This design comes from an exercise in tuning for small area on the open sky130 flow, not from production work. In this exercise RTL edits were held to simulation tests only and were not proved equivalent to the original. No activity file was given, so power comes from the tool's default toggle rates.

==> flow/design.v <==
module edge_detector
(
  input clock, reset, din,
  output rising
);
  reg a;
  reg [16:0] Ln;    
  reg old;
  wire [16:0] L = Ln ^ 17'h0aaaa;
  wire lo_zero = ~|L[11:0];
  wire mid_zero = ~|L[15:13];
  wire wrap = lo_zero & mid_zero & ~L[12];              
  wire at13 = lo_zero & mid_zero & L[12] & ~L[16];      
  wire fb = L[16] ^ L[13] ^ wrap;
  wire leave = ~din & old;
  assign rising = ~a & L[0];
  always @(posedge clock or posedge reset)
    if (reset) begin
      a     <= 1'b0;
      Ln[0] <= 1'b0;
    end
    else begin
      a     <= a ? ~leave : L[0];
      Ln[0] <= a ? (fb & ~leave) : (~L[0] & din);
    end
  always @(posedge clock) begin
    Ln[16:1] <= (a ? L[15:0] : 16'd0) ^ 16'h5555;
    old <= a & ~wrap & (old | at13);
  end
endmodule
module dspl_drv_NexysA7
(
  input clock, reset,
  input [6:0] min_left,
  input [5:0] sec_left,
  output [7:0] an, dec_cat
);
  reg [3:0] div;           
  reg [2:0] dig_selection;
  reg [3:0] selected_dig;
  wire rise = (div == 4'd4);
  wire [6:0] val = dig_selection[1] ? min_left : {1'b0, sec_left};
  wire [3:0] tens = val / 7'd10;
  wire [3:0] units = val - tens * 7'd10;
  wire [3:0] digit = dig_selection[2] ? 4'd0 : (dig_selection[0] ? tens : units);
  always @(posedge clock or posedge reset)
    if (reset) begin
      div           <= 4'd0;
      dig_selection <= 3'd0;
      selected_dig  <= 4'd0;
    end
    else begin
      div <= (div == 4'd9) ? 4'd0 : div + 4'd1;
      if (rise) begin
        dig_selection <= dig_selection + 3'd1;
        selected_dig  <= digit;
      end
    end
  assign an = {4'b1111,
               dig_selection != 3'd4, dig_selection != 3'd3,
               dig_selection != 3'd2, dig_selection != 3'd1};
  reg [6:0] seg;
  always @*
    case (selected_dig)
      4'h0 : seg = 7'b0000001;
      4'h1 : seg = 7'b1001111;
      4'h2 : seg = 7'b0010010;
      4'h3 : seg = 7'b0000110;
      4'h4 : seg = 7'b1001100;
      4'h5 : seg = 7'b0100100;
      4'h6 : seg = 7'b0100000;
      4'h7 : seg = 7'b0001111;
      4'h8 : seg = 7'b0000000;
      4'h9 : seg = 7'b0000100;
      4'hA : seg = 7'b0001000;
      4'hB : seg = 7'b1100000;
      4'hC : seg = 7'b0110001;
      4'hD : seg = 7'b1000010;
      4'hE : seg = 7'b0110000;
      default : seg = 7'b0111000;
    endcase
  assign dec_cat = {seg, 1'b1};
endmodule
module timer
(
  input start,         
  input pause,         
  input stop,          
  input [6:0] min,
  input [6:0] sec,
  input reset,
  input clock,
  output [7:0] an,
  output [7:0] dec_cat,
  output done
);
  reg clk_1;
  reg [8:0] cont;
  reg [6:0] min_left;
  reg [5:0] sec_left;    
  reg [1:0] EA;
  wire wrap = (cont == 9'd499);
  wire tick = wrap & ~clk_1;
  always @(posedge clock or posedge reset)
    if (reset) begin
      clk_1 <= 1'b0;
      cont  <= 9'd0;
    end
    else if (wrap) begin
      clk_1 <= ~clk_1;
      cont  <= 9'd0;
    end
    else if (~EA[1])
      cont <= cont + 9'd1;
  wire sec_zero = (sec_left == 6'd0);
  wire min_zero = (min_left == 7'd0);
  always @(posedge clock or posedge reset)
    if (reset)
      EA <= 2'd0;
    else
      case (EA)
        2'd0: if (start) EA <= 2'd1;
        2'd1: if (stop || (min_zero && sec_zero)) EA <= 2'd0;
              else if (pause) EA <= 2'd2;
        default: if (pause || start) EA <= 2'd1;
                 else if (stop) EA <= 2'd0;
      endcase
  assign done = (EA == 2'd0);
  always @(posedge clock or posedge reset)
    if (reset) begin
      min_left <= 7'd0;
      sec_left <= 6'd0;
    end
    else if (tick) begin
      if (EA == 2'd0) begin
        min_left <= (min > 7'd99) ? 7'd99 : min;
        sec_left <= (sec > 7'd59) ? 6'd59 : sec[5:0];
      end
      else if (EA == 2'd1) begin
        if (sec_zero) begin
          min_left <= min_left - 7'd1;
          sec_left <= 6'd59;
        end
        else
          sec_left <= sec_left - 6'd1;
      end
    end
  dspl_drv_NexysA7 driver (.reset(reset), .clock(clock),
    .min_left(min_left), .sec_left(sec_left), .an(an), .dec_cat(dec_cat));
endmodule
module ctrl_microondas
(
  input start,
  input stop,
  input pause,
  input porta,
  input mais,
  input menos,
  input potencia,
  input [1:0] min_mode,
  input sec_mode,
  input reset,
  input clock,
  output [7:0] an,
  output [7:0] dec_cat,
  output [2:0] potencia_rgb
);
  wire start_ed, pause_ed, stop_ed, mais_ed, menos_ed;
  wire t_pause_ed, done_ed;
  reg [1:0] EA;
  reg [1:0] sel_potencia;
  reg porta_pause;
  reg t_start_ed, t_stop_ed;    
  reg [6:0] min, sec;
  edge_detector startf (.clock(clock), .reset(reset), .din(start), .rising(start_ed));
  edge_detector pausef (.clock(clock), .reset(reset), .din(pause), .rising(pause_ed));
  edge_detector stopf (.clock(clock), .reset(reset), .din(stop), .rising(stop_ed));
  edge_detector menosf (.clock(clock), .reset(reset), .din(menos), .rising(menos_ed));
  edge_detector maisf (.clock(clock), .reset(reset), .din(mais), .rising(mais_ed));
  edge_detector tpausef (.clock(clock), .reset(reset), .din(porta_pause), .rising(t_pause_ed));
  timer timepp (.clock(clock), .reset(reset), .start(t_start_ed), .pause(t_pause_ed), .stop(t_stop_ed),
                .min(min), .sec(sec),
                .done(done_ed), .an(an), .dec_cat(dec_cat));
  always @(posedge clock or posedge reset)
    if (reset) begin
      porta_pause <= 1'b0;
      t_start_ed  <= 1'b0;
      t_stop_ed   <= 1'b0;
    end
    else begin
      porta_pause <= pause_ed | porta;
      t_start_ed  <= start_ed;
      t_stop_ed   <= stop_ed;
    end
  always @(posedge clock or posedge reset)
    if (reset)
      EA <= 2'd0;
    else
      case (EA)
        2'd0: if (start_ed) EA <= 2'd3;
        2'd1: if (porta_pause) EA <= 2'd2;
              else if (stop_ed || done_ed) EA <= 2'd0;
        2'd2: if (start_ed || porta_pause) EA <= 2'd1;
        default: if (!done_ed) EA <= 2'd1;
      endcase
  wire sel_min = min_mode[1] | min_mode[0];
  wire ten = min_mode[1] | (~min_mode[0] & sec_mode);
  wire [6:0] op = sel_min ? min : sec;
  wire [6:0] k = ten ? (mais_ed ? 7'd10 : -7'd10) : (mais_ed ? 7'd1 : -7'd1);
  wire [6:0] res = op + k;
  wire go = (mais_ed | menos_ed) & ~potencia;
  wire to99 = min_mode[1] & mais_ed & (min >= 7'd90);
  always @(posedge clock or posedge reset)
    if (reset) begin
      min <= 7'd0;
      sec <= 7'd0;
    end
    else if (EA == 2'd1) begin
      min <= 7'd0;
      sec <= 7'd0;
    end
    else if (go) begin
      if (to99) begin
        min <= 7'd99;
        sec <= 7'd59;
      end
      else if (sel_min)
        min <= res;
      else
        sec <= res;
    end
  always @(posedge clock or posedge reset)
    if (reset)
      sel_potencia <= 2'd0;
    else if (potencia && EA == 2'd0) begin
      if (mais_ed)
        sel_potencia <= (sel_potencia == 2'd0) ? 2'd1 : 2'd2;
      else if (menos_ed)
        sel_potencia <= (sel_potencia == 2'd2) ? 2'd1 : 2'd0;
    end
  assign potencia_rgb = (EA[0] && !porta_pause) ?
                        {sel_potencia[1], sel_potencia == 2'd1, sel_potencia == 2'd0} : 3'b000;
endmodule
==> flow/run.sh <==
#!/bin/bash
# synth_recipe.tcl (not shown) runs the flow's synth.tcl, then flattens the netlist and writes it again
# the make line also repeats each setting of config.mk as NAME=value (left out here)
make -C /OpenROAD-flow-scripts/flow DESIGN_CONFIG=/design/flow/config.mk WORK_HOME=/design/flow/orfs CLKGATE_MAP_FILE= SYNTH_SCRIPT=/design/flow/synth_recipe.tcl finish
==> flow/config.mk <==
export PLATFORM = sky130hd
export DESIGN_NAME = ctrl_microondas
export DESIGN_NICKNAME = ctrl_microondas
export VERILOG_FILES = /design/flow/design.v
export SDC_FILE = /design/flow/constraint.sdc
export NUM_CORES = 4
export LEC_CHECK = 0
export CAP_MARGIN = 20
export CORE_MARGIN = 2
export CORE_UTILIZATION = 40
export CTS_BUF_LIST = sky130_fd_sc_hd__clkbuf_4 sky130_fd_sc_hd__clkbuf_8
export CTS_CLUSTER_DIAMETER = 60
export CTS_CLUSTER_SIZE = 40
export SLEW_MARGIN = 20
==> flow/constraint.sdc <==
create_clock -name core_clock -period 10.0 [get_ports {clock}]
set_input_delay 2.0000 -clock core_clock [delete_from_list [all_inputs] [get_ports {clock}]]
set_output_delay 2.0000 -clock core_clock [all_outputs]
set_load 0.01 [all_outputs]
==> notes.md, run 1 <==
status = finished clean
DR DRC count = 0
area of the core = 18000 um^2
Pre-antenna DRT Iters = 7
total of fill cells in the finished design = 1677
max layer used = met4
CP Capture Type = register
ys async rst share = 40.4%
Post-Syn Area = 7310 um^2
worst-path cell chain = clkdlybuf4s50_1 > nor2_1 > mux2_2 > ha_1 > fa_1 > a21o_1 > a21oi_1 > o21ai_0 > xnor2_1 > o22a_1 > nor2_1
ratio of final minimum period to clock period = 48.1%
Area contributors post-synth = dfxtp_1, dfrtp_1, nand2_1, nor2b_1, ha_1
post-CTS setup buffer count = 0
sequential area share after synthesis = 51.5%
Met1 Routed Length = 6530 um
Gate power share = 4.8%
required time worst endpoint = 10.32 ns
global route overflow = 0
GPL Wtd Cong = 0.818
die height = 139 um
fin worst setup slack = 5.19 ns
All-Layer GR Usage = 14.8%
Port Buffers = 25
worst slew pin tran = 0.946 ns
clock tree buffer depth = 2
P_int = 0.927 mW
multi-input logic area = 3280 um^2
Syn Area/Cell = 9.69 um^2
Synth Instances = 755
CP max FO = 11
Top FF cell, synth = dfxtp_1
Seq pwr share = 57.4%
top cell type's share of synthesized area = 27.9%
Ys Warns = 4
layout cells sized above 1 = 8.27%
largest net degree at the start of global routing = 70
Switch Pwr = 0.326 mW
register bit count reported by yosys = 171
Inserted Diodes = 0
Max rail drop VDD = 0.0806 mV
I/O pins = 31
Net Sw Frac = 26.0%
first-pass GRT wire length = 23900 um
Inserted Clock Buffers = 17
DRT Wirelength = 14000 um
num rows = 49
Final Hold Vio Count = 0
met3 WL = 428 um
nets = 811
Yosys cell types = 69
HPWL Detailed = 9810 um
Startpoint Class = primary input
EDFF count, synth = 0
met2 WL post-DR = 6830 um
via count = 5280
DIE AREA = 19400 um^2
cts repair resizes = 0
Hold WC Path Type = reg -> reg
Clock Skews = 0.0114 ns
Worst Path Arrival = 5.14 ns
Sink Count = 171
Max-Cap Viols = 0
cell taking the most area after synthesis = dfxtp_1
initial antenna violation count = 0
Clock Latency Late Sink = 0.46 ns
FMAX = 208 MHz
Worst path slowest cell = nor2_1
leakage = 3.41 nW
CP dominant cell by count = nor2_1
DRT antenna net count = 0
Slew headroom = 36.9%
CP max stage delay = 0.67 ns
Setup CP Type = in -> reg
vias in the first global route = 5067
Avg Vias per Cell = 5.20
Routed wire per std cell = 13.8 um
Initial Util = 40.7%
Power Dens Cells = 154 nW/um^2
Die X = 139 um
H-tree depth = 4
Post-Route Setup TNS = 0 ns
Synth-to-Final Area Change = 11.1%
Post-CTS Hold Fix Bufs = 0
Clk pin slew, worst setup/hold paths = 0.09 ns
most frequent cells in the layout = dfxtp_1, nand2_1, dfrtp_1
CTS tree = built
max-slew violation count = 0
CTS Root Cell = clkbuf_8
clock power share = 37.8%
RSZ-0062 raised after global routing = no
Period minus WS final = 4.81 ns
DP Worst Slack = 4.74 ns
commonest non-fill, non-tap cell in the layout = dfxtp_1
setup violators final = 0
flip-flop and latch area = 3770 um^2
Iter 0 DRT Violations = 400
==> synth_stat cells (all sizes together), types with 2 or more instances <==
| cell type | instances |
|---|---|
| nand3b | 4 |
| o221a | 11 |
| mux2 | 8 |
| nand4b | 8 |
| nor4 | 5 |
| nor3 | 17 |
| clkbuf | 21 |
| nor3b | 3 |
| inv | 34 |
| xnor2 | 18 |
| o22ai | 5 |
| nor4b | 5 |
| a32oi | 2 |
| nand3 | 17 |
| a21oi | 34 |
| a211oi | 2 |
| buf | 10 |
| xor2 | 11 |
| fa | 2 |
| a22oi | 7 |
| ha | 24 |
| o22a | 3 |
| nand2 | 97 |
| dfxtp | 102 |
| and2 | 3 |
| a21o | 4 |
| and3 | 4 |
| nor2 | 69 |
| o31ai | 3 |
| or3 | 3 |
| mux2i | 9 |
| a22o | 2 |
| o21ai | 33 |
| a32o | 7 |
| dfrtp | 69 |
| nand4 | 7 |
| nor2b | 52 |
| nand2b | 11 |
| a31oi | 11 |
==> critical path: cells and delay by family <==
kind                       cells  cell delay, ns
adders and majority gates      2            0.62
muxes                          1            0.42
and+or+nand+nor                2            0.71
AOI/OAI and AO/OA              4            0.71
xor gates and xnor gates       1            0.23
buffers and inverters          1            0.45
==> metal layers <==
metal,GRT usage [%],vias up
met4,5.90,0
met3,3.06,16
met2,24.3,82
met1,19.2,2548
li1,-,2634
met5,0,-
==> registers in the layout, indices dropped and copies added, names as in the netlist, 2 cells and up <==
signal                       flops
sel_potencia                     2
timepp.min_left                  7
maisf.Ln                        17
timepp.EA                        2
tpausef.Ln                      17
timepp.sec_left                  6
EA                               2
timepp.driver.div                4
timepp.cont                      9
min                              7
pausef.Ln                       17
timepp.driver.dig_selection      3
menosf.Ln                       17
stopf.Ln                        17
sec                              7
timepp.driver.selected_dig       4
startf.Ln                       17
==> power by group through the flow <==
stage | Sequential, mW | Combinational [mW] | Clock (mW)
after floorplan | 0.724 | 0.0561 | 0
after global placement | 0.734 | 0.0596 | 0
after detailed placement | 0.735 | 0.0611 | 0
after CTS | 0.719 | 0.0618 | 0.492
after global routing | 0.722 | 0.0689 | 0.518
final | 0.719 | 0.0605 | 0.474
==> per-stage QoR <==
stage | cell area (um^2) | hold WS, ns | cells | total power, mW | utilization, %
floorplan | 7330 | 0.361 | 759 | 0.780 | -
global placement | 7720 | 0.368 | 983 | 0.793 | 43.0
detailed placement | 7720 | 0.372 | 983 | 0.796 | 43.0
CTS | 8130 | 0.398 | 1015 | 1.27 | 45.2
global route | 8130 | 0.405 | 1015 | 1.31 | 45.2
finish | 8130 | 0.393 | 1015 | 1.25 | 45.2
==> cell families (layout without fill, tap and decap cells) <==
logic type      count (synthesis)  count (layout)  synth area share, %
xor+xnor                       29              29                 3.47
buf+inv                        65              92                 3.78
flops                         171             171                 51.5
simple gates                  310             310                 21.1
mux                            17              17                 2.57
compound gates                136             136                 12.8
fa+ha+maj                      26              26                 4.65
other cells                     1               5               0.0513
==> worst paths after layout <==
check | start | to | slack [ns] | cells after the start
min | menosf.Ln[14] | menosf.Ln[15] | 0.39 | 1
max | min_mode[1] | sec[6] | 5.19 | 11
min in group asynchronous | reset | startf.a | 2.12 | 3
max in group asynchronous | reset | sec[5] | 7.24 | 3
min reg2reg | menosf.Ln[14] | menosf.Ln[15] | 0.39 | 1
max reg2reg | timepp.driver.dig_selection[1] | timepp.driver.selected_dig[2] | 6.18 | 15
==> layout make-up <==
| class | count | area share [%] |
|---|---|---|
| flip-flops and latches | 171 | 46.4 |
| clock buffers | 18 | 3.05 |
| multi-input cells | 523 | 40.4 |
| repair buffers | 26 | 3.17 |
| inverters | 34 | 1.57 |
| well taps | 229 | 3.53 |
| clock inverters | 14 | 1.89 |
==> run 2, diff against run 1 <==
==> flow/flow/run.sh (new file) <==
#!/bin/bash
# Own layout flow: the standard ORFS flow with
#  - synthesis: the standard synthesis script, but an area-oriented ABC script
#    for the combinational logic and no separate adder extraction (registers
#    come from the same dfflibmap step, so they keep their names and cells);
#  - port buffers of the smallest buffer cell;
#  - clock tree without dummy loads, from small clock buffers.
# Each tool's full output goes to a log of its own under logs/.
set -euo pipefail
W=$(pwd)
mkdir -p logs
F=$W/flow

# synthesis script: synth_recipe.tcl with synth.tcl's ABC script swapped
sed -e "s|^source \$::env(SCRIPTS_DIR)/synth_preamble.tcl\$|source \$::env(SCRIPTS_DIR)/synth_preamble.tcl\nset abc_args [lreplace \$abc_args 1 1 $F/area.abc]|" \
  "$FLOW_HOME/scripts/synth.tcl" > "$W/synth_own.tcl"
grep -q "area.abc" "$W/synth_own.tcl"
sed -e "s|^source \$::env(SCRIPTS_DIR)/synth.tcl\$|source $W/synth_own.tcl|" "$W/synth_recipe.tcl" > "$W/own_synth.tcl"
grep -q "synth_own.tcl" "$W/own_synth.tcl"

make -C "$FLOW_HOME" DESIGN_CONFIG="$W/config.mk" WORK_HOME="$W/orfs" CLKGATE_MAP_FILE= \
  SYNTH_SCRIPT="$W/own_synth.tcl" ADDER_MAP_FILE= \
  BUFFER_PORTS_ARGS="-buffer_cell sky130_fd_sc_hd__buf_1" \
  CTS_ARGS="$(cat $F/cts_args.txt)" \
  finish > logs/make_finish.log 2>&1

R=$W/orfs/results/sky130hd/ctrl_microondas/base
: # left out here: write the final layout as DEF
==> flow/flow/area.abc (new file) <==
strash
dch -f
map -a
mfs2
strash
dch -f
map -a
topo
==> flow/flow/cts_args.txt (new file) <==
-sink_clustering_enable -repair_clock_nets -dont_use_dummy_load -buf_list {sky130_fd_sc_hd__clkbuf_4 sky130_fd_sc_hd__clkbuf_8}
==> flow/standard.sh (new file) <==
#!/bin/bash
# synth_recipe.tcl (not shown) runs the flow's synth.tcl, then flattens the netlist and writes it again
# the make line also repeats each setting of config.mk as NAME=value (left out here)
make -C /OpenROAD-flow-scripts/flow DESIGN_CONFIG=/design/flow/config.mk WORK_HOME=/design/flow/orfs CLKGATE_MAP_FILE= SYNTH_SCRIPT=/design/flow/synth_recipe.tcl "${@:-finish}"
--- a/flow/config.mk
+++ b/flow/config.mk
@@ -9,6 +9,3 @@
 export CORE_MARGIN = 2
 export CORE_UTILIZATION = 40
-export CTS_BUF_LIST = sky130_fd_sc_hd__clkbuf_4 sky130_fd_sc_hd__clkbuf_8
-export CTS_CLUSTER_DIAMETER = 60
-export CTS_CLUSTER_SIZE = 40
 export SLEW_MARGIN = 20
removed: flow/run.sh
==> run 2 against run 1 <==
Effect of this change:
- still clean
- via count decreased by 4.6%
- utilization decreased by 1.1 points
- clock-buffer cell count is 1 lower
- sequential share of layout area up 5.5 points
- non-clock buffer count unchanged
- synthesized cell count grew 6.2%
- highest routed layer unchanged
==> notes.md, run 2 <==
status = finished clean (unchanged)
Avg Vias per Cell = 4.73 (was 5.20)
CP dominant cell by count = nand2_1 (was nor2_1)
post-CTS setup buffer count = 0 (unchanged)
worst-path cell chain = buf_1 > nor2_1 > a21oi_1 > nor2_1 > clkinv_1 > nor3_1 > nor2_1 > a21oi_1 > nand2_1 > nand2_1 > nand3_1 > nand2_1 > nor2_1 > o21ai_0 > xor2_1 > nand2_1 > nand2_1 > o21ai_0 (was clkdlybuf4s50_1 > nor2_1 > mux2_2 > ha_1 > fa_1 > a21o_1 > a21oi_1 > o21ai_0 > xnor2_1 > o22a_1 > nor2_1)
clock tree buffer depth = 2 (unchanged)
Inserted Diodes = 0 (unchanged)
commonest cells in the synthesized netlist = nor2_1, nand2_1, dfxtp_1 (was dfxtp_1, nand2_1, dfrtp_1)
Net Sw Frac = 35.6% (was 26.0%)
cell taking the most area after synthesis = dfxtp_1 (unchanged)
area of the core = 16500 um^2 (was 18000 um^2)
global route overflow = 0 (unchanged)
ratio of final minimum period to clock period = 43.5% (was 48.1%)
num rows = 47 (was 49)
DR DRC count = 0 (unchanged)
Sink Count = 171 (unchanged)
register bit count reported by yosys = 171 (unchanged)
CP max stage delay = 0.59 ns (was 0.67 ns)
cts repair resizes = 0 (unchanged)
Routed wire per std cell = 11.8 um (was 13.8 um)
layout cells sized above 1 = 2.96% (was 8.27%)
setup violators final = 0 (unchanged)
Slew headroom = 32.8% (was 36.9%)
Synth Instances = 802 (was 755)
Ys Warns = 4 (unchanged)
most frequent cells in the layout = nor2_1, nand2_1, dfxtp_1 (was dfxtp_1, nand2_1, dfrtp_1)
max-slew violation count = 0 (unchanged)
Post-Route Setup TNS = 0 ns (unchanged)
Pre-antenna DRT Iters = 4 (was 7)
DP Worst Slack = 5.23 ns (was 4.74 ns)
Inserted Clock Buffers = 17 (unchanged)
Hold WC Path Type = reg -> reg (unchanged)
CTS Root Cell = clkbuf_8 (unchanged)
Period minus WS final = 4.35 ns (was 4.81 ns)
clock power share = 20.3% (was 37.8%)
placed cell count = 1047 (was 983)
DRT Wirelength = 12600 um (was 14000 um)
Initial Util = 40.5% (was 40.7%)
Gate power share = 27.1% (was 4.8%)
Top delay family on crit path = simple AND/OR/NAND/NOR gates (unchanged)
Post-CTS Hold Fix Bufs = 0 (unchanged)
DIE AREA = 17700 um^2 (was 19400 um^2)
first-pass GRT wire length = 22300 um (was 23900 um)
DRT antenna net count = 0 (unchanged)
Max-Cap Viols = 0 (unchanged)
commonest non-fill, non-tap cell in the layout = nor2_1 (was dfxtp_1)
total power = 1.74 mW (was 1.25 mW)
Iter 0 DRT Violations = 263 (was 400)
H-tree depth = 4 (unchanged)
CP Capture Type = register (unchanged)
required time worst endpoint = 10.33 ns (was 10.32 ns)
P_int = 1.12 mW (was 0.927 mW)
CTS tree = built (unchanged)
Worst path slowest cell = nor2_1 (unchanged)
fin worst setup slack = 5.65 ns (was 5.19 ns)
vias in the first global route = 4847 (was 5067)
GPL Wtd Cong = 0.875 (was 0.818)
leakage = 3.00 nW (was 3.41 nW)
Die X = 133 um (was 139 um)
Final Hold Vio Count = 0 (unchanged)
Yosys cell types = 30 (was 69)
most common cell in the synthesized netlist = nor2_1 (was dfxtp_1)
Worst Path Arrival = 4.69 ns (was 5.14 ns)
Seq pwr share = 52.6% (was 57.4%)
Synth-to-Final Area Change = 8.81% (was 11.1%)
nets = 858 (was 811)
sequential area share after synthesis = 56.4% (was 51.5%)
FMAX = 230 MHz (was 208 MHz)
Syn Area/Cell = 8.32 um^2 (was 9.69 um^2)
design area = 7260 um^2 (was 8130 um^2)
via count = 5036 (was 5280)
I/O pins = 31 (unchanged)
RSZ-0062 raised after global routing = no (unchanged)
area post-placement = 7030 um^2 (was 7720 um^2)
CP max FO = 14 (was 11)
Setup CP Type = in -> reg (unchanged)
HPWL Detailed = 9060 um (was 9810 um)
Clk pin slew, worst setup/hold paths = 0.09 ns (about the same)
Port Buffers = 25 (unchanged)
Power Dens Cells = 239 nW/um^2 (was 154 nW/um^2)
initial antenna violation count = 0 (unchanged)
EDFF count, synth = 0 (unchanged)
Area contributors post-synth = dfxtp_1, dfrtp_1, nor2_1, nand2_1, o21ai_0 (was dfxtp_1, dfrtp_1, nand2_1, nor2b_1, ha_1)
Non-Filler Instances = 1064 (was 1015)
setup slack, reg-to-reg = 6.35 ns (was 6.18 ns)
worst slew pin tran = 1.00 ns (was 0.946 ns)
ys async rst share = 40.4% (unchanged)
die height = 133 um (was 139 um)
top cell type's share of synthesized area = 30.6% (was 27.9%)
Top FF cell, synth = dfxtp_1 (unchanged)
Worst Path Buf+Inv = 2 (was 1)
largest net degree at the start of global routing = 70 (unchanged)
Clock Skews = 0.0280 ns (was 0.0114 ns)
Clock Latency Late Sink = 0.44 ns (was 0.46 ns)
Switch Pwr = 0.618 mW (was 0.326 mW)
Post-Syn Area = 6680 um^2 (was 7310 um^2)
Startpoint Class = primary input (unchanged)
All-Layer GR Usage = 15.4% (was 14.8%)
Max rail drop VDD = 0.131 mV (was 0.0806 mV)
-- run 2: changes by cell type in the layout (fill, tap and decap cells not counted), sizes merged, moves of 12 or more --
| cell | before | now |
|---|---|---|
| nand2 | 97 | 132 |
| inv | 40 | 1 |
| nor2 | 69 | 142 |
| o21ai | 33 | 81 |
| nor2b | 52 | 0 |
| xnor2 | 18 | 3 |
| ha | 24 | 0 |
| o22ai | 5 | 17 |
| buf | 1 | 26 |
| clkinv | 7 | 100 |
| clkdlybuf4s50 | 25 | 0 |
-- run 2: kinds of logic after synthesis --
kind of cell | after synthesis | share of synthesized area [%]
other cells | 1 | 0.0562
xor+xnor | 25 | 3.28
compound gates | 148 | 12.2
flops | 171 | 56.4
buf+inv | 106 | 6.24
simple gates | 351 | 21.7
-- run 2: path summary, 6_finish.rpt --
check | from | endpoint | cells past startpoint
setup / recovery | min_mode[1] | min[6] | 18
hold / removal | tpausef.Ln[12] | tpausef.Ln[13] | 1
setup reg to reg | maisf.a | min[6] | 17
hold reg to reg | tpausef.Ln[12] | tpausef.Ln[13] | 1
max in group asynchronous | reset | timepp.clk_1 | 3
min in group asynchronous | reset | timepp.cont[5] | 3
-- run 2: routing by layer --
| metal | routed length, um | track usage [%] |
|---|---|---|
| met1 | 6520 | 21.6 |
| met2 | 5500 | 23.2 |
| met3 | 431 | 4.91 |
| met4 | 110 | 4.20 |
| met5 | 0 | 0 |
-- run 2: power groups by stage --
stage               sequential, mW  combinational (mW)  clock, mW
floorplan                    0.891               0.377          0
global placement             0.932               0.471          0
detailed placement           0.930               0.473          0
CTS                          0.916               0.475      0.369
global route                 0.934               0.547      0.397
finish                       0.914               0.470      0.354
-- run 2: per-stage QoR --
step	hold WS, ns	util [%]
3_5_place_dp	0.372	42.7
5_1_grt	0.384	44.1
3_3_place_gp	0.373	42.7
6_report	0.380	44.1
4_1_cts	0.379	44.1
2_1_floorplan	0.366	-
-- run 2: layout make-up --
type | instances | area [um^2]
fill | 1688 | 9200
sequential | 171 | 3770
clock buffer | 17 | 234
timing repair buffer | 26 | 101
multi-input combinational | 529 | 2510
tap | 220 | 275
inverter | 101 | 379
==> run 3, diff against run 2 <==
--- a/flow/design.v
+++ b/flow/design.v
@@ -39,5 +39,5 @@
   reg [2:0] dig_selection;
   reg [3:0] selected_dig;
-  wire rise = (div == 4'd4);
+  wire rise = &div;
   wire [6:0] val = dig_selection[1] ? min_left : {1'b0, sec_left};
   wire [3:0] tens = val / 7'd10;
@@ -46,10 +46,10 @@
   always @(posedge clock or posedge reset)
     if (reset) begin
-      div           <= 4'd0;
+      div           <= 4'd11;
       dig_selection <= 3'd0;
       selected_dig  <= 4'd0;
     end
     else begin
-      div <= (div == 4'd9) ? 4'd0 : div + 4'd1;
+      div <= rise ? 4'd6 : div + 4'd1;
       if (rise) begin
         dig_selection <= dig_selection + 3'd1;
@@ -100,17 +100,12 @@
   reg [5:0] sec_left;    
   reg [1:0] EA;
-  wire wrap = (cont == 9'd499);
+  wire wrap = &cont;
   wire tick = wrap & ~clk_1;
-  always @(posedge clock or posedge reset)
-    if (reset) begin
-      clk_1 <= 1'b0;
-      cont  <= 9'd0;
-    end
-    else if (wrap) begin
-      clk_1 <= ~clk_1;
-      cont  <= 9'd0;
-    end
-    else if (~EA[1])
-      cont <= cont + 9'd1;
+  wire [9:0] half_next = {clk_1, cont} + 10'd1;
+  always @(posedge clock or posedge reset)
+    if (reset)
+      {clk_1, cont} <= 10'd12;
+    else if (wrap | ~EA[1])
+      {clk_1, cont} <= half_next | {6'd0, wrap, wrap, 2'd0};
   wire sec_zero = (sec_left == 6'd0);
   wire min_zero = (min_left == 7'd0);
==> flow/flow/area.abc (replaced) <==
strash
dc2
dch -f
amap
mfs2
strash
dc2
dch -f
amap
topo
==> run 3 against run 2 <==
Effect of this change:
- worst hold slack worse by 0.0090 ns
- largest power group unchanged
- first-iteration DRC count is 18% lower
- largest cell class unchanged
- total power is 34% lower
==> notes.md, run 3 <==
status = finished clean (unchanged)
ys async rst share = 40.4% (unchanged)
Sink Count = 171 (unchanged)
required time worst endpoint = 10.29 ns (was 10.33 ns)
Inserted Clock Buffers = 17 (unchanged)
DIE AREA = 17400 um^2 (was 17700 um^2)
via count = 4986 (was 5036)
die height = 132 um (was 133 um)
hold path cells = 1 (unchanged)
Ys Warns = 4 (unchanged)
CTS Root Cell = clkbuf_8 (unchanged)
H-tree depth = 4 (unchanged)
Avg Vias per Cell = 4.90 (was 4.73)
All-Layer GR Usage = 15.3% (was 15.4%)
commonest non-fill, non-tap cell in the layout = nor2_1 (unchanged)
clock power share = 31.1% (was 20.3%)
DRT antenna net count = 0 (unchanged)
initial antenna violation count = 0 (unchanged)
DR DRC count = 0 (unchanged)
fin worst setup slack = 5.32 ns (was 5.65 ns)
Pre-antenna DRT Iters = 4 (unchanged)
nets = 815 (was 858)
Synth-to-Final Area Change = 9.05% (was 8.81%)
Clock Skews = 0.0304 ns (was 0.0280 ns)
num rows = 46 (was 47)
Max rail drop VDD = 0.0986 mV (was 0.131 mV)
Switch Pwr = 0.265 mW (was 0.618 mW)
cell taking the most area after synthesis = dfxtp_1 (unchanged)
setup violators final = 0 (unchanged)
CP max FO = 10 (was 14)
CP Capture Type = register (unchanged)
Gate power share = 5.7% (was 27.1%)
HPWL Detailed = 9000 um (was 9060 um)
Initial Util = 40.9% (was 40.5%)
Post-Route Setup TNS = 0 ns (unchanged)
Routed wire per std cell = 12.3 um (was 11.8 um)
Yosys cell types = 36 (was 30)
vias in the first global route = 4841 (was 4847)
Port Buffers = 25 (unchanged)
cts repair resizes = 0 (unchanged)
Post-CTS Hold Fix Bufs = 0 (unchanged)
sequential area share after synthesis = 57.9% (was 56.4%)
Slew headroom = 36.9% (was 32.8%)
Max-Cap Viols = 0 (unchanged)
global route overflow = 0 (unchanged)
leakage = 2.99 nW (was 3.00 nW)
DRT Wirelength = 12500 um (was 12600 um)
most common cell in the synthesized netlist = nor2_1 (unchanged)
commonest cells in the synthesized netlist = nor2_1, dfxtp_1, nand2_1 (was nor2_1, nand2_1, dfxtp_1)
area of the core = 15900 um^2 (was 16500 um^2)
Synth Instances = 758 (was 802)
Period minus WS final = 4.68 ns (was 4.35 ns)
Net Sw Frac = 23.1% (was 35.6%)
most frequent cells in the layout = nor2_1, dfxtp_1, nand2_1 (was nor2_1, nand2_1, dfxtp_1)
RSZ-0062 raised after global routing = no (unchanged)
I/O pins = 31 (unchanged)
total of fill cells in the finished design = 1610 (was 1688)
Area contributors post-synth = dfxtp_1, dfrtp_1, nor2_1, nand2_1, clkinv_1 (was dfxtp_1, dfrtp_1, nor2_1, nand2_1, o21ai_0)
EDFF count, synth = 0 (unchanged)
Startpoint Class = primary input (unchanged)
register bit count reported by yosys = 171 (unchanged)
first-pass GRT wire length = 22100 um (was 22300 um)
Die X = 132 um (was 133 um)
largest net degree at the start of global routing = 70 (unchanged)
Reg2Reg Depth = 23 (was 17)
clock tree buffer depth = 2 (unchanged)
Setup CP Type = in -> reg (unchanged)
Inserted Diodes = 0 (unchanged)
Post-Syn Area = 6530 um^2 (was 6680 um^2)
Clk pin slew, worst setup/hold paths = 0.09 ns (about the same)
layout cells sized above 1 = 3.12% (was 2.96%)
Clock Latency Late Sink = 0.44 ns (about the same)
top cell type's share of synthesized area = 31.3% (was 30.6%)
worst slew pin tran = 0.937 ns (was 1.00 ns)
max-slew violation count = 0 (unchanged)
Power Dens Cells = 161 nW/um^2 (was 239 nW/um^2)
Final Hold Vio Count = 0 (unchanged)
GPL Wtd Cong = 0.832 (was 0.875)
multi-input logic area = 2400 um^2 (was 2510 um^2)
Syn Area/Cell = 8.61 um^2 (was 8.32 um^2)
Top FF cell, synth = dfxtp_1 (unchanged)
FMAX = 214 MHz (was 230 MHz)
ratio of final minimum period to clock period = 46.8% (was 43.5%)
Seq pwr share = 63.2% (was 52.6%)
post-CTS setup buffer count = 0 (unchanged)
Worst Path Arrival = 4.97 ns (was 4.69 ns)
P_int = 0.881 mW (was 1.12 mW)
Hold WC Path Type = reg -> reg (unchanged)
CTS tree = built (unchanged)
flip-flop and latch area = 3770 um^2 (about the same)
DP Worst Slack = 4.96 ns (was 5.23 ns)
Iter 0 DRT Violations = 215 (was 263)
[run 3: changes by cell type after synthesis, moves of 8 or more]
cell,previous run,this run
nand2_1,132,95
o21ai_0,81,49
nand3_1,28,13
clkinv_1,101,88
nor2b_1,0,8
xor2_1,22,0
o32ai_1,1,16
nor2_1,142,164
o22ai_1,17,33
[run 3: final timing paths]
path,startpoint,endpoint,slack (ns)
min in group asynchronous,reset,pausef.Ln[0],1.78
worst max register to register,timepp.driver.dig_selection[1],timepp.driver.selected_dig[2],5.39
worst min register to register,tpausef.Ln[12],tpausef.Ln[13],0.37
worst min-delay path,tpausef.Ln[12],tpausef.Ln[13],0.37
max in group asynchronous,reset,timepp.cont[4],7.60
worst max-delay path,min_mode[1],min[6],5.32
[run 3: layout make-up]
type / instances / area share, %
Sequential cell: 171 / 53.1
Multi-Input combinational cell: 498 / 33.7
Inverter: 88 / 4.64
Tap cell: 216 / 3.80
Clock buffer: 17 / 3.29
Timing Repair Buffer: 27 / 1.53
[run 3: kinds of logic (layout without fill, tap and decap cells)]
group           after synthesis  count (layout)  share of synthesized area, %
other cells                   1               5                        0.0575
flops                       171             171                          57.9
buf+inv                      93             132                          5.64
xor+xnor                      2               2                         0.269
simple gates                333             333                          21.3
compound gates              158             158                          14.9
[run 3: per-layer routing]
| layer | global-route usage [%] | share of wire, % | vias to the layer above |
|---|---|---|---|
| met5 | 0 | 0 | - |
| met1 | 20.4 | 51 | 2277 |
| met3 | 4.32 | 3.4 | 10 |
| met4 | 4.53 | 1.1 | 0 |
| met2 | 24.4 | 45 | 63 |
| li1 | - | - | 2636 |
[run 3: metrics by stage]
step / cells / area, um^2 / utilization (%) / power (mW) / hold slack [ns]
final: 1017 / 7120 / 44.6 / 1.15 / 0.371
after global routing: 1017 / 7120 / 44.6 / 1.20 / 0.385
after CTS: 1017 / 7120 / 44.6 / 1.16 / 0.373
after detailed placement: 1000 / 6880 / 43.2 / 0.806 / 0.371
after global placement: 1000 / 6880 / 43.2 / 0.806 / 0.369
after floorplan: 762 / 6540 / - / 0.788 / 0.366
[run 3: power by group through the flow]
stage          combinational, mW  clock (mW)  sequential (mW)
6_report                  0.0649       0.356            0.725
5_1_grt                   0.0760       0.398            0.728
4_1_cts                   0.0668       0.372            0.725
3_5_place_dp              0.0668           0            0.739
3_3_place_gp              0.0659           0            0.741
2_1_floorplan             0.0540           0            0.734
[run 3: critical path: stages]
cell and delay, ns:
buf_1 0.09, nor2_1 0.46, clkinv_1 0.34, o22ai_1 0.26, o21ai_0 0.15, o21ai_0 0.23
nand2_1 0.09, o21ai_0 0.10, nor2b_1 0.24, nor2_1 0.09, o22ai_1 0.20, clkinv_1 0.13
a22oi_1 0.18, nor2_1 0.07, o21ai_0 0.23, a31oi_1 0.12

[static timing again, ports no longer ideal]
The flow's constraints put no driver on any port. The routed layouts listed below were extracted and timed again, unchanged, in two steps.
Step 1 (the two cells are an assumption about what drives the block):
set clk [get_ports {clock}]
set_driving_cell -lib_cell sky130_fd_sc_hd__clkbuf_16 $clk
set_driving_cell -lib_cell sky130_fd_sc_hd__buf_2 [delete_from_list [all_inputs] $clk]
Step 2 times the ports against the registers' clock, not the clock port: input delays grow and output delays shrink by t, the midpoint of the rising clock arrivals with the driver on.
a / b / c = ideal ports / drivers / drivers and shift; a / b = the first two.
| run | t (ns) | setup slack, ns | worst setup path after step 2 | pins driven straight from the clock port |
|---|---|---|---|---|
| run 1 | 0.488 | 5.188 / 5.205 / 4.717 | input to register | 1 |
| run 2 | 0.462 | 5.648 / 5.663 / 5.202 | input to register | 1 |
| run 3 | 0.460 | 5.322 / 5.338 / 4.878 | input to register | 1 |
After both steps setup and hold are still met in every run listed. The setup slack of run 1, which loses most, moves by +0.017 ns with the drivers and by -0.471 ns with both steps.
